Context: an optimization exercise on an open-source flow, tuned for small area and a short achievable clock period. The choices shown serve that exercise and are no tape-out recipe.
Only simulation tests tie the RTL to the original design; equivalence was not proved.
Power is estimated from default activity; no workload was simulated.

## flow/design.v (module list and top-level ports; edited modules follow where they fit)
// module fpu_lzc: 22 lines
// module fpu_mul_a: 530 lines
// module fpu_mul_b: 100 lines
// module fpu_booth_enc: 14 lines
// module fpu_adder: 38 lines
// module fpu_lza: 15 lines
// module fpu_norm_shift: 27 lines
// module fpu_rounder: 50 lines
// module fpu: 162 lines
module fpu (
    input  wire        clk,
    input  wire        rst_n,
    input  wire [31:0] rs1_data,
    input  wire [31:0] rs2_data,
    input  wire [31:0] rs3_data,
    input  wire [6:0]  funct7,
    input  wire [2:0]  funct3,
    input  wire        fp_op,
    input  wire [2:0]  frm,
    output reg  [31:0] result,
    output wire [4:0]  flags,
    output wire        ready,
    output wire [2:0]  latency
);
  // ...
==> flow/run.sh <==
#!/bin/bash
# synth_recipe.tcl (not shown) runs the flow's synth.tcl, then flattens the netlist and writes it again
# the make line also repeats each setting of config.mk as NAME=value (left out here)
make -C /OpenROAD-flow-scripts/flow DESIGN_CONFIG=/design/flow/config.mk WORK_HOME=/design/flow/orfs CLKGATE_MAP_FILE= SYNTH_SCRIPT=/design/flow/synth_recipe.tcl finish
==> flow/config.mk <==
export PLATFORM = sky130hd
export DESIGN_NAME = fpu
export DESIGN_NICKNAME = fpu
export VERILOG_FILES = /design/flow/design.v
export SDC_FILE = /design/flow/constraint.sdc
export NUM_CORES = 4
export LEC_CHECK = 0
export ABC_AREA = 1
export CAP_MARGIN = 20
export CORE_MARGIN = 2
export CORE_UTILIZATION = 40
export SETUP_SLACK_MARGIN = 4.5
export SLEW_MARGIN = 20
==> flow/constraint.sdc <==
create_clock -name core_clock -period 8.5 [get_ports {clk}]
set_input_delay 1.7000 -clock core_clock [delete_from_list [all_inputs] [get_ports {clk}]]
set_output_delay 1.7000 -clock core_clock [all_outputs]
set_load 0.01 [all_outputs]
==> run_results.csv, run 1 <==
group,metric,value,unit
yosys,yosysSeqAreaShare,0.264,
power_and_ir_drop,p_per_area,440,mW/mm^2
finish,fin_area,0.0487,sq mm
status,status,"timing/DRC/antenna clean",
finish,fin_cells,7194,
worst_setup_path,endpoint,"latency[0]",
global_routing,antenna_found_initial,3,
sta,finClkSkew,69.1,ps
yosys,synth.most_common_cell,"nand2_1",
yosys,synthCells,5686,
worst_setup_path,crit_buf_inv,4,
clock_network,cts_max_level,2,
clock_network,holdBufCountCts,0,
drt,wl,144000,um
clock_network,cts_buffer_depth,3,
finish,nFlopsAndLatches,568,
floorplanning,fp.dieH,333,um
sta,relSlewSlack,0.226,
worst_setup_path,reg2reg_to,"result[22]",
global_routing,grt_pass1_wl,218000,um
finish,final-nonclk-buf-share,0.0492,
global_routing,grt_max_degree,89,
finish,clkCellAreaFrac,0.0419,
placed_design,gp_congestion,0.953,
global_routing,grt_overflow,0,
worst_setup_path,critPathKind,"in2out",
job,maxCapViolations,0,
finish,multi_input_gates,3967,
yosys,synth_adder_area_share,0.194,
placed_design,placed_cells,7036,
==> run 2, diff against run 1 <==
--- a/flow/config.mk
+++ b/flow/config.mk
@@ -8,6 +8,7 @@
 export ABC_AREA = 1
 export CAP_MARGIN = 20
 export CORE_MARGIN = 2
-export CORE_UTILIZATION = 40
+export CORE_UTILIZATION = 60
+export CTS_CLUSTER_SIZE = 30
 export SETUP_SLACK_MARGIN = 4.5
 export SLEW_MARGIN = 20
==> run 2 against run 1 <==
Against the previous run:
- still clean on timing, DRC and antenna
- maximum frequency is 0.76% higher
- cell count is 6.3% lower
- first-iteration DRC count is 20% higher
- critical path type unchanged
==> run_results.csv, run 2 <==
group,metric,value,unit
status,status,"timing/DRC/antenna clean",
clock_network,clock_latency,650,ps
power_and_ir_drop,ir_worst_vdd,0.318,mV
global_routing,grt_pass1_vias,37500,
yosys,yosysWarningCount,5,
finish,multi_input_area,0.0277,sq mm
sta,max_freq,0.244,GHz
clock_network,cts.root.buffer_cell,"clkbuf_16",
power_and_ir_drop,p_leak,22.6,nW
finish,largestRegisters,"rows_2 (139), s_4 (49)",
clock_network,cts_num_sinks,568,
floorplanning,rows,98,
hold_path,min_path_type,"reg2reg",
yosys,ys_async_sr_fraction,0.0106,
sta,period_share,0.483,
placed_design,portBuffers,150,
worst_setup_path,critPathKind,"in2out",
yosys,synth_top_flop_cell,"dfxtp_1",
finish,regArea,0.0114,sq mm
finish,fin_area,0.0483,sq mm
clock_network,cts_buffer_depth,3,
yosys,synth.most_common_cell,"nand2_1",
finish,fin_nets,6366,
power_and_ir_drop,p_total,0.0216,W
sta,drv_slew,0,
global_routing,grt_overflow,0,
clock_network,clkTransAtPathRegs,60,ps
floorplanning,die_area,0.0742,sq mm
global_routing,grt_pass1_wl,210000,um
finish,layout-drive-gt1-share,0.0589,
yosys,synth_area_per_cell,7.60,sq um
yosys,synth.distinct_cells,63,
floorplanning,core_area,0.0714,sq mm
job,maxCapViolations,0,
worst_setup_path,critPathMaxFanout,3,
drt,ant_nets,0,
yosys,synth_seq_cells,568,
clock_network,cts_max_level,2,
placed_design,postPlaceCellArea,0.0452,sq mm
yosys,synthCells,5686,
drt,wl_per_cell,20.4,um
sta,rsz0062_at_grt,"yes",
drt,via_per_inst,5.83,
yosys,synth_area,0.0432,sq mm
worst_setup_path,worstPathArrival,2400,ps
yosys,synthesis.nets,6318,
yosys,yosysTopAreaCell,"dfxtp_1",
worst_setup_path,cp-end-kind,"output port",
power_and_ir_drop,p_per_area,448,mW/mm^2
floorplanning,io-pin-count,153,
finish,fill_cells,6207,
clock_network,tritoncts,"done",
finish,final_cell_mix,"nand2_1 (1000), inv_1 (853), dfxtp_1 (557)",
finish,largest_reg_flops,139,
yosys,synth_area_leaders,"dfxtp_1 (26%), fa_1 (12%), nand2_1 (8.8%), xor2_1 (8.6%), ha_1 (7.8%)",
sta,tightest_slew,1230,ps
yosys,yosysSeqAreaShare,0.264,
finish,top_register,"rows_2",
floorplanning,fp.dieH,272,um
worst_setup_path,cp_data_required_time,6800,ps
sta,tns,0,ps
sta,setup_violations,0,
sta,hold_viol,0,
drt,drt_iter0_markers,3959,
placed_design,gp_congestion,1.02,
clock_network,holdBufCountCts,0,
drt,dr.pass1.iters,8,
sta,finalCriticalPeriod,4100,ps
global_routing,track_usage,0.361,
yosys,synth_edf_count,0,
worst_setup_path,critPathLaunchType,"primary input",
clock_network,cts_made_buffers,60,
global_routing,antenna_found_initial,9,
floorplanning,die_w,272,um
drt,wl,138000,um
yosys,ys_top_cells_by_count,"nand2_1 (1011), inv_1 (863), dfxtp_1 (562)",
finish,layout_commonest_cell,"nand2_1",
placed_design,dp_hpwl,101000,um
finish,syn_to_final_growth,11.7,%
sta,finClkSkew,22.1,ps
yosys,synth_top_area_frac,0.260,
drt,drc,0,
floorplanning,initial_utilization,0.605,
drt,vias,39300,
global_routing,grt_max_degree,62,
sta,relSlewSlack,0.179,
-- run 2: path summary, 6_finish.rpt --
check                           start  slack [ps]  depth (start not counted)     endpoint
max                         funct7[5]        4400                          6   latency[1]
min                           re_3[6]         320                          0      re_4[6]
max reg2reg                benc_1[29]        4520                          8  rows_2[118]
min in group asynchronous       rst_n        1290                          1       vld[1]
max in group asynchronous       rst_n        7010                          1       vld[3]
min reg2reg                   re_3[6]         320                          0      re_4[6]
-- run 2: area by class of cell --
cell class | instances | share of cell area
diodes | 4 | 0.000207
clock buffers | 79 | 0.0343
clock inverters | 35 | 0.0113
inverters | 885 | 0.0697
multi-input cells | 3967 | 0.574
flip-flops and latches | 568 | 0.236
well taps | 950 | 0.0246
repair buffers | 250 | 0.0495
repair inverters | 2 | 0.000285
-- run 2: critical path: stages --
cell,delay [ps]
buf_6,90
nor2_4,150
nand2_2,90
nor3_4,190
nor2_2,40
buf_2,130
-- run 2: power by group --
group          internal [W]  leakage [nW]  switching (W)  total [W]
logic               0.00532          16.7        0.00898     0.0143
clock network       0.00172          1.06        0.00115    0.00287
registers           0.00374          4.76       0.000708    0.00444
total                0.0108          22.6         0.0108     0.0216
-- run 2: per-layer routing --
metal	GRT usage	up-vias	wire, um	part of all wire
met3	0.0701	538	12800	0.093
met5	0	-	13	0.000094
met2	0.576	2085	61200	0.45
met4	0.215	2	9250	0.067
li1	-	18600	-	-
met1	0.455	18100	54300	0.39
-- run 2: per-stage QoR --
step                      hold WS, ps  worst slack, ps  cells   util
after global routing              318             4350   6739  0.676
after CTS                         323             4260   6700  0.668
after floorplan                   310             4530   5686      -
after detailed placement          312             2760   6568  0.633
final                             319             4400   6740  0.676
after global placement            310             2770   6568  0.633
-- run 2: logic make-up (layout without fill, tap and decap cells) --
family | count (synthesis) | in the layout | synth area share
mux | 33 | 33 | 0.00770
compound gates | 1206 | 1206 | 0.162
fa+ha+maj | 520 | 520 | 0.194
flops | 568 | 568 | 0.264
xor+xnor | 504 | 504 | 0.105
other cells | 2 | 6 | 0.000174
buf+inv | 1152 | 1251 | 0.102
simple gates | 1701 | 1702 | 0.164
-- run 2: repair_timing --
item | 4_1_cts | 5_1_grt
pin swaps | 7 | 23
cloned | 5 | 3
resized for setup | 47 | 79
buffers inserted | 13 | 33
setup endpoints to repair | 113 | 89
hold endpoints to repair | 0 | 0
==> module fpu_mul_b, before the edit <==
module fpu_mul_b (
    input  wire [143:0] rows,
    output wire [47:0] p
);
  wire t1 = rows[2] ^ rows[50];
  wire t2 = rows[2] & rows[50];
  wire t3 = rows[3] ^ rows[51];
  wire t4 = rows[3] & rows[51];
  wire t5 = rows[4] ^ rows[52] ^ rows[100];
  wire t6 = (rows[4] & rows[52]) | (rows[4] & rows[100]) | (rows[52] & rows[100]);
  wire t7 = rows[5] ^ rows[53] ^ rows[101];
  wire t8 = (rows[5] & rows[53]) | (rows[5] & rows[101]) | (rows[53] & rows[101]);
  wire t9 = rows[6] ^ rows[54] ^ rows[102];
  wire t10 = (rows[6] & rows[54]) | (rows[6] & rows[102]) | (rows[54] & rows[102]);
  wire t11 = rows[7] ^ rows[55] ^ rows[103];
  wire t12 = (rows[7] & rows[55]) | (rows[7] & rows[103]) | (rows[55] & rows[103]);
  wire t13 = rows[8] ^ rows[56] ^ rows[104];
  wire t14 = (rows[8] & rows[56]) | (rows[8] & rows[104]) | (rows[56] & rows[104]);
  wire t15 = rows[9] ^ rows[57] ^ rows[105];
  wire t16 = (rows[9] & rows[57]) | (rows[9] & rows[105]) | (rows[57] & rows[105]);
  wire t17 = rows[10] ^ rows[58] ^ rows[106];
  wire t18 = (rows[10] & rows[58]) | (rows[10] & rows[106]) | (rows[58] & rows[106]);
  wire t19 = rows[11] ^ rows[59] ^ rows[107];
  wire t20 = (rows[11] & rows[59]) | (rows[11] & rows[107]) | (rows[59] & rows[107]);
  wire t21 = rows[12] ^ rows[60] ^ rows[108];
  wire t22 = (rows[12] & rows[60]) | (rows[12] & rows[108]) | (rows[60] & rows[108]);
  wire t23 = rows[13] ^ rows[61] ^ rows[109];
  wire t24 = (rows[13] & rows[61]) | (rows[13] & rows[109]) | (rows[61] & rows[109]);
  wire t25 = rows[14] ^ rows[62] ^ rows[110];
  wire t26 = (rows[14] & rows[62]) | (rows[14] & rows[110]) | (rows[62] & rows[110]);
  wire t27 = rows[15] ^ rows[63] ^ rows[111];
  wire t28 = (rows[15] & rows[63]) | (rows[15] & rows[111]) | (rows[63] & rows[111]);
  wire t29 = rows[16] ^ rows[64] ^ rows[112];
  wire t30 = (rows[16] & rows[64]) | (rows[16] & rows[112]) | (rows[64] & rows[112]);
  wire t31 = rows[17] ^ rows[65] ^ rows[113];
  wire t32 = (rows[17] & rows[65]) | (rows[17] & rows[113]) | (rows[65] & rows[113]);
  wire t33 = rows[18] ^ rows[66] ^ rows[114];
  wire t34 = (rows[18] & rows[66]) | (rows[18] & rows[114]) | (rows[66] & rows[114]);
  wire t35 = rows[19] ^ rows[67] ^ rows[115];
  wire t36 = (rows[19] & rows[67]) | (rows[19] & rows[115]) | (rows[67] & rows[115]);
  wire t37 = rows[20] ^ rows[68] ^ rows[116];
  wire t38 = (rows[20] & rows[68]) | (rows[20] & rows[116]) | (rows[68] & rows[116]);
  wire t39 = rows[21] ^ rows[69] ^ rows[117];
  wire t40 = (rows[21] & rows[69]) | (rows[21] & rows[117]) | (rows[69] & rows[117]);
  wire t41 = rows[22] ^ rows[70] ^ rows[118];
  wire t42 = (rows[22] & rows[70]) | (rows[22] & rows[118]) | (rows[70] & rows[118]);
  wire t43 = rows[23] ^ rows[71] ^ rows[119];
  wire t44 = (rows[23] & rows[71]) | (rows[23] & rows[119]) | (rows[71] & rows[119]);
  wire t45 = rows[24] ^ rows[72] ^ rows[120];
  wire t46 = (rows[24] & rows[72]) | (rows[24] & rows[120]) | (rows[72] & rows[120]);
  wire t47 = rows[25] ^ rows[73] ^ rows[121];
  wire t48 = (rows[25] & rows[73]) | (rows[25] & rows[121]) | (rows[73] & rows[121]);
  wire t49 = rows[26] ^ rows[74] ^ rows[122];
  wire t50 = (rows[26] & rows[74]) | (rows[26] & rows[122]) | (rows[74] & rows[122]);
  wire t51 = rows[27] ^ rows[75] ^ rows[123];
  wire t52 = (rows[27] & rows[75]) | (rows[27] & rows[123]) | (rows[75] & rows[123]);
  wire t53 = rows[28] ^ rows[76] ^ rows[124];
  wire t54 = (rows[28] & rows[76]) | (rows[28] & rows[124]) | (rows[76] & rows[124]);
  wire t55 = rows[29] ^ rows[77] ^ rows[125];
  wire t56 = (rows[29] & rows[77]) | (rows[29] & rows[125]) | (rows[77] & rows[125]);
  wire t57 = rows[30] ^ rows[78] ^ rows[126];
  wire t58 = (rows[30] & rows[78]) | (rows[30] & rows[126]) | (rows[78] & rows[126]);
  wire t59 = rows[31] ^ rows[79] ^ rows[127];
  wire t60 = (rows[31] & rows[79]) | (rows[31] & rows[127]) | (rows[79] & rows[127]);
  wire t61 = rows[32] ^ rows[80] ^ rows[128];
  wire t62 = (rows[32] & rows[80]) | (rows[32] & rows[128]) | (rows[80] & rows[128]);
  wire t63 = rows[33] ^ rows[81] ^ rows[129];
  wire t64 = (rows[33] & rows[81]) | (rows[33] & rows[129]) | (rows[81] & rows[129]);
  wire t65 = rows[34] ^ rows[82] ^ rows[130];
  wire t66 = (rows[34] & rows[82]) | (rows[34] & rows[130]) | (rows[82] & rows[130]);
  wire t67 = rows[35] ^ rows[83] ^ rows[131];
  wire t68 = (rows[35] & rows[83]) | (rows[35] & rows[131]) | (rows[83] & rows[131]);
  wire t69 = rows[36] ^ rows[84] ^ rows[132];
  wire t70 = (rows[36] & rows[84]) | (rows[36] & rows[132]) | (rows[84] & rows[132]);
  wire t71 = rows[37] ^ rows[85] ^ rows[133];
  wire t72 = (rows[37] & rows[85]) | (rows[37] & rows[133]) | (rows[85] & rows[133]);
  wire t73 = rows[38] ^ rows[86] ^ rows[134];
  wire t74 = (rows[38] & rows[86]) | (rows[38] & rows[134]) | (rows[86] & rows[134]);
  wire t75 = rows[39] ^ rows[87] ^ rows[135];
  wire t76 = (rows[39] & rows[87]) | (rows[39] & rows[135]) | (rows[87] & rows[135]);
  wire t77 = rows[40] ^ rows[88] ^ rows[136];
  wire t78 = (rows[40] & rows[88]) | (rows[40] & rows[136]) | (rows[88] & rows[136]);
  wire t79 = rows[41] ^ rows[89] ^ rows[137];
  wire t80 = (rows[41] & rows[89]) | (rows[41] & rows[137]) | (rows[89] & rows[137]);
  wire t81 = rows[42] ^ rows[90] ^ rows[138];
  wire t82 = (rows[42] & rows[90]) | (rows[42] & rows[138]) | (rows[90] & rows[138]);
  wire t83 = rows[43] ^ rows[91] ^ rows[139];
  wire t84 = (rows[43] & rows[91]) | (rows[43] & rows[139]) | (rows[91] & rows[139]);
  wire t85 = rows[44] ^ rows[92] ^ rows[140];
  wire t86 = (rows[44] & rows[92]) | (rows[44] & rows[140]) | (rows[92] & rows[140]);
  wire t87 = rows[45] ^ rows[93] ^ rows[141];
  wire t88 = (rows[45] & rows[93]) | (rows[45] & rows[141]) | (rows[93] & rows[141]);
  wire t89 = rows[46] ^ rows[94] ^ rows[142];
  wire t90 = (rows[46] & rows[94]) | (rows[46] & rows[142]) | (rows[94] & rows[142]);
  wire t91 = rows[47] ^ rows[95] ^ rows[143];
  wire t92 = (rows[47] & rows[95]) | (rows[47] & rows[143]) | (rows[95] & rows[143]);
  wire [47:0] r0 = {t91, t89, t87, t85, t83, t81, t79, t77, t75, t73, t71, t69, t67, t65, t63, t61, t59, t57, t55, t53, t51, t49, t47, t45, t43, t41, t39, t37, t35, t33, t31, t29, t27, t25, t23, t21, t19, t17, t15, t13, t11, t9, t7, t5, t3, t1, rows[1], rows[0]};
  wire [47:0] r1 = {t90, t88, t86, t84, t82, t80, t78, t76, t74, t72, t70, t68, t66, t64, t62, t60, t58, t56, t54, t52, t50, t48, t46, t44, t42, t40, t38, t36, t34, t32, t30, t28, t26, t24, t22, t20, t18, t16, t14, t12, t10, t8, t6, t4, t2, rows[98], 1'b0, rows[48]};
  assign p = r0 + r1;
endmodule
==> module fpu_adder, before the edit <==
module fpu_adder (
    input  wire [47:0] a,
    input  wire [47:0] b,
    input  wire        sub,
    output wire [48:0] sum,
    output wire        neg
);
    wire [47:0] bb = sub ? ~b : b;
    wire [47:0] t  = a ^ bb;
    wire [47:0] gl [0:6];
    wire [47:0] pl [0:6];
    assign gl[0] = a & bb;
    assign pl[0] = t;
    genvar l, i;
    generate
        for (l = 0; l < 6; l = l + 1) begin : lvl
            for (i = 0; i < 48; i = i + 1) begin : bit_
                if ((i >> l) & 1) begin : comb
                    localparam integer J = ((i >> l) << l) - 1;
                    assign gl[l+1][i] = gl[l][i] | (pl[l][i] & gl[l][J]);
                    assign pl[l+1][i] = pl[l][i] & pl[l][J];
                end else begin : pass
                    assign gl[l+1][i] = gl[l][i];
                    assign pl[l+1][i] = pl[l][i];
                end
            end
        end
    endgenerate
    wire [47:0] G = gl[6];
    wire [47:0] P = pl[6];
    wire gall = G[47];
    wire pall = P[47];
    wire cin = sub & gall;
    wire [47:0] c = {G[46:0] | (P[46:0] & {47{cin}}), cin};
    wire inv = sub & ~gall;
    assign sum = {~sub & gall, t ^ c ^ {48{inv}}};
    assign neg = inv & ~pall;
endmodule
==> run 3, diff against run 2 <==
--- a/flow/design.v
+++ b/flow/design.v
@@ -648,7 +648,7 @@
   wire t92 = (rows[47] & rows[95]) | (rows[47] & rows[143]) | (rows[95] & rows[143]);
   wire [47:0] r0 = {t91, t89, t87, t85, t83, t81, t79, t77, t75, t73, t71, t69, t67, t65, t63, t61, t59, t57, t55, t53, t51, t49, t47, t45, t43, t41, t39, t37, t35, t33, t31, t29, t27, t25, t23, t21, t19, t17, t15, t13, t11, t9, t7, t5, t3, t1, rows[1], rows[0]};
   wire [47:0] r1 = {t90, t88, t86, t84, t82, t80, t78, t76, t74, t72, t70, t68, t66, t64, t62, t60, t58, t56, t54, t52, t50, t48, t46, t44, t42, t40, t38, t36, t34, t32, t30, t28, t26, t24, t22, t20, t18, t16, t14, t12, t10, t8, t6, t4, t2, rows[98], 1'b0, rows[48]};
-  assign p = r0 + r1;
+  fpu_pfx_add #(.N(48)) cpa (.a(r0), .b(r1), .s(p));
 endmodule
 module fpu_booth_enc (
     input  wire [23:0] b,
@@ -671,11 +671,12 @@
     output wire [48:0] sum,
     output wire        neg
 );
-    wire [47:0] bb = sub ? ~b : b;
-    wire [47:0] t  = a ^ bb;
+    wire [47:0] x  = a ^ b;
+    wire [47:0] t  = x ^ {48{sub}};          
+    wire [47:0] g0 = a & (b ^ {48{sub}});    
     wire [47:0] gl [0:6];
     wire [47:0] pl [0:6];
-    assign gl[0] = a & bb;
+    assign gl[0] = g0;
     assign pl[0] = t;
     genvar l, i;
     generate
@@ -696,11 +697,38 @@
     wire [47:0] P = pl[6];
     wire gall = G[47];
     wire pall = P[47];
-    wire cin = sub & gall;
-    wire [47:0] c = {G[46:0] | (P[46:0] & {47{cin}}), cin};
-    wire inv = sub & ~gall;
-    assign sum = {~sub & gall, t ^ c ^ {48{inv}}};
-    assign neg = inv & ~pall;
+    wire eac  = sub & gall;                   
+    wire [47:0] Gm = {G[46:0], 1'b0};
+    wire [47:0] Pm = {P[46:0], 1'b1};
+    wire [47:0] k  = eac ? ~(Gm | Pm) : Gm;
+    assign sum = {~sub & gall, x ^ k};
+    assign neg = sub & ~gall & ~pall;
+endmodule
+module fpu_pfx_add #(parameter N = 48, parameter L = 6) (
+    input  wire [N-1:0] a,
+    input  wire [N-1:0] b,
+    output wire [N-1:0] s
+);
+    wire [N-1:0] gl [0:L];
+    wire [N-1:0] pl [0:L];
+    assign gl[0] = a & b;
+    assign pl[0] = a ^ b;
+    genvar l, i;
+    generate
+        for (l = 0; l < L; l = l + 1) begin : lvl
+            for (i = 0; i < N; i = i + 1) begin : b_
+                if ((i >> l) & 1) begin : c
+                    localparam integer J = ((i >> l) << l) - 1;
+                    assign gl[l+1][i] = gl[l][i] | (pl[l][i] & gl[l][J]);
+                    assign pl[l+1][i] = pl[l][i] & pl[l][J];
+                end else begin : p
+                    assign gl[l+1][i] = gl[l][i];
+                    assign pl[l+1][i] = pl[l][i];
+                end
+            end
+        end
+    endgenerate
+    assign s = pl[0] ^ {gl[L][N-2:0], 1'b0};
 endmodule
 module fpu_lza (
     input  wire [47:0] a,
==> run 3 against run 2 <==
Against the previous run:
- final area is 0.28% higher
- clock power about the same
- synthesized cell count grew 3.9%
- first-iteration DRC count increased by 12%
- clock-buffer cell count fell by 3
- worst setup slack lost 30 ps
- area after synthesis up 0.81%
- critical path type unchanged
- largest cell class unchanged
- largest power group unchanged
==> run_results.csv, run 3 <==
group,metric,value,unit
yosys,synth_area,0.0436,sq mm
yosys,synth_top_area_frac,0.258,
drt,drt_iter0_markers,4433,
floorplanning,initial_utilization,0.607,
drt,wl,135000,um
sta,finalCriticalPeriod,4140,ps
sta,fin_ws,4360,ps
placed_design,dp_hpwl,101000,um
worst_setup_path,critPathKind,"in2out",
power_and_ir_drop,p_total,0.0206,W
yosys,synth_seq_cells,568,
global_routing,antenna_found_initial,4,
finish,layout_commonest_cell,"nand2_1",
yosys,synthesis.nets,6494,
worst_setup_path,critPathLaunchType,"primary input",
worst_setup_path,max_stage_delay,200,ps
power_and_ir_drop,p_per_area,425,mW/mm^2
yosys,yosysTopAreaCell,"dfxtp_1",
placed_design,gp_congestion,0.967,
yosys,yosysWarningCount,6,
worst_setup_path,crit_buf_inv,4,
floorplanning,core_area,0.0717,sq mm
worst_setup_path,critPathMaxFanout,2,
drt,via_per_inst,5.78,
clock_network,clock_latency,660,ps
worst_setup_path,crit_chain,"buf_6 > nor2_4 > inv_2 > nor3_4 > buf_8 > nor2_4 > buf_6",
global_routing,grt_pass1_wl,210000,um
yosys,synth_edf_count,0,
clock_network,cts_buffer_depth,3,
yosys,synth_area_leaders,"dfxtp_1 (26%), fa_1 (12%), nand2_1 (11%), inv_1 (7.8%), xor2_1 (7.4%)",
clock_network,cts_made_buffers,61,
worst_setup_path,worstPathArrival,2440,ps
global_routing,track_usage,0.356,
sta,period_share,0.487,
global_routing,grt_pass1_vias,38200,
sta,drv_slew,0,
finish,top_register,"rows_2",
clock_network,tritoncts,"done",
finish,syn_to_final_growth,11.1,%
floorplanning,die_area,0.0748,sq mm
placed_design,place_ws,3320,ps
floorplanning,fp.dieH,273,um
drt,dr.pass1.iters,6,
clock_network,cts.root.buffer_cell,"clkbuf_16",
global_routing,grt_busiest_layer,"met2",
global_routing,grt_max_degree,96,
finish,largestRegisters,"rows_2 (139), s_4 (49)",
status,status,"timing/DRC/antenna clean",
hold_path,min_path_type,"reg2reg",
finish,largest_reg_flops,139,
sta,hold_viol,0,
placed_design,portBuffers,150,
drt,wl_per_cell,19.5,um
sta,tns,0,ps
yosys,yosysSeqAreaShare,0.262,
drt,vias,40100,
finish,layout-drive-gt1-share,0.0653,
drt,ant_nets,0,
power_and_ir_drop,ir_worst_vdd,0.930,mV
yosys,synth.distinct_cells,71,
clock_network,cts_num_sinks,568,
global_routing,grt_util_met1,0.458,
floorplanning,rows,98,
sta,finClkSkew,35.1,ps
job,maxCapViolations,0,
yosys,synth.most_common_cell,"nand2_1",
clock_network,cts_max_level,2,
yosys,ys_async_sr_fraction,0.0106,
yosys,synthCells,5905,
floorplanning,die_w,273,um
global_routing,grtUsageMet2,0.576,
yosys,synth_area_per_cell,7.38,sq um
power_and_ir_drop,p_leak,22.9,nW
worst_setup_path,reg2reg_setup_slack,4570,ps
finish,fin_nets,6523,
yosys,synth_top_flop_cell,"dfxtp_1",
sta,tightest_slew,1140,ps
global_routing,use_met3,0.0582,
drt,drc,0,
floorplanning,io-pin-count,153,
clock_network,clkTransAtPathRegs,60,ps
global_routing,grt_overflow,0,
worst_setup_path,slowest_stage,"nor3_4",
worst_setup_path,critPathTopFamily,"buffers and inverters",
worst_setup_path,cp_data_required_time,6800,ps
finish,final_cell_mix,"nand2_1 (1237), inv_1 (895), dfxtp_1 (555)",
yosys,ys_top_cells_by_count,"nand2_1 (1242), inv_1 (910), dfxtp_1 (562)",
sta,setup_violations,0,
sta,hold_slack,317,ps
sta,relSlewSlack,0.239,
sta,rsz0062_at_grt,"yes",
worst_setup_path,cp-end-kind,"output port",
sta,max_freq,0.242,GHz
-- run 3: changes by cell type in the layout (fill, tap and decap cells not counted), moves of 28 or more --
cell | previous run | this run
a21oi_1 | 272 | 220
ha_1 | 266 | 218
inv_1 | 853 | 895
nand2_1 | 1000 | 1237
nand3_1 | 165 | 239
nand3_2 | 1 | 29
xor2_1 | 422 | 364
-- run 3: worst paths after layout --
path | cells after the start | startpoint | to
worst max-delay path | 7 | funct7[5] | latency[1]
worst min-delay path | 0 | re_3[2] | re_4[2]
worst max register to register | 9 | benc_1[17] | rows_2[28]
worst min register to register | 0 | re_3[2] | re_4[2]
max in group asynchronous | 1 | rst_n | vld[2]
min in group asynchronous | 1 | rst_n | vld[4]
-- run 3: through the flow --
step	utilization	std cells	instance area, sq um
3_3_place_gp	0.634	6778	45500
3_5_place_dp	0.634	6778	45500
4_1_cts	0.668	6906	47900
5_1_grt	0.675	6934	48400
6_report	0.675	6935	48400
2_1_floorplan	-	5905	43600
-- run 3: logic make-up (layout without fill, tap and decap cells) --
| kind of cell | after synthesis | count (layout) | share of synthesized area |
|---|---|---|---|
| adder cells (fa/ha/maj) | 477 | 477 | 0.181 |
| XOR/XNOR | 435 | 435 | 0.0892 |
| multiplexers | 23 | 23 | 0.00534 |
| flip-flops | 568 | 568 | 0.262 |
| other | 2 | 3 | 0.000172 |
| AO/OA/AOI/OAI | 1137 | 1137 | 0.153 |
| buffers and inverters | 1218 | 1296 | 0.109 |
| AND/OR/NAND/NOR | 2045 | 2046 | 0.200 |
-- run 3: repair_timing --
action	in CTS	in global routing
buffers inserted	12	21
hold buffers	0	0
cloned	3	6
gates resized for setup	59	73
setup endpoints to repair	110	92
pin swaps	6	12
-- run 3: per-layer routing --
metal / wire [um] / vias up
met5: 12 / -
met4: 8070 / 2
met3: 11100 / 459
met2: 60900 / 1938
met1: 55000 / 18500
li1: - / 19200
-- run 3: cell type report --
class / instances / area (sq um)
antenna: 1 / 2.50
fill: 6203 / 23300
clock buffer: 76 / 1650
sequential: 568 / 11400
multi-input combinational: 4120 / 27700
clock inverter: 37 / 533
inverter: 936 / 3560
timing repair buffer: 242 / 2300
timing repair inverter: 5 / 25.0
tap: 950 / 1190
-- run 3: worst reg2reg max path: stages (launching register included) --
cell	delay (ps)
dfxtp_1	320
inv_1	770
o22ai_1	260
xor2_1	230
fa_1	550
inv_1	50
fa_1	520
inv_1	60
fa_1	520
fa_1	520
-- run 3: power by group --
| group | total [W] | switching, W | internal (W) |
|---|---|---|---|
| Sequential | 0.00437 | 0.000662 | 0.00371 |
| Combinational | 0.0133 | 0.00854 | 0.00481 |
| Clock | 0.00288 | 0.00116 | 0.00172 |

[static timing again, ports no longer ideal]
No port has a modelled driver above. Below, the same layouts with a new extraction and two added sets of constraints.
Step 1, drivers: a clkbuf_16 drives clk and a buf_2 each remaining input, both assumed.
Step 2 times the ports against the registers' clock, not the clock port: input delays grow and output delays shrink by t, the midpoint of the rising clock arrivals with the driver on.
a / b / c = ideal / step 1 / step 2; a / b = the first two.
run | shift t [ns] | setup WS [ns] | clock arrival spread, ns
run 1 | 0.702 | 4.364 / 4.327 / 4.209 | 0.078 / 0.078
run 2 | 0.704 | 4.395 / 4.361 / 4.153 | 0.028 / 0.029
run 3 | 0.712 | 4.365 / 4.334 / 4.150 | 0.035 / 0.035
After both steps every run listed still meets setup and hold. For run 2, which loses most, drivers alone change the setup slack by -0.034 ns; drivers and shift together by -0.242 ns.
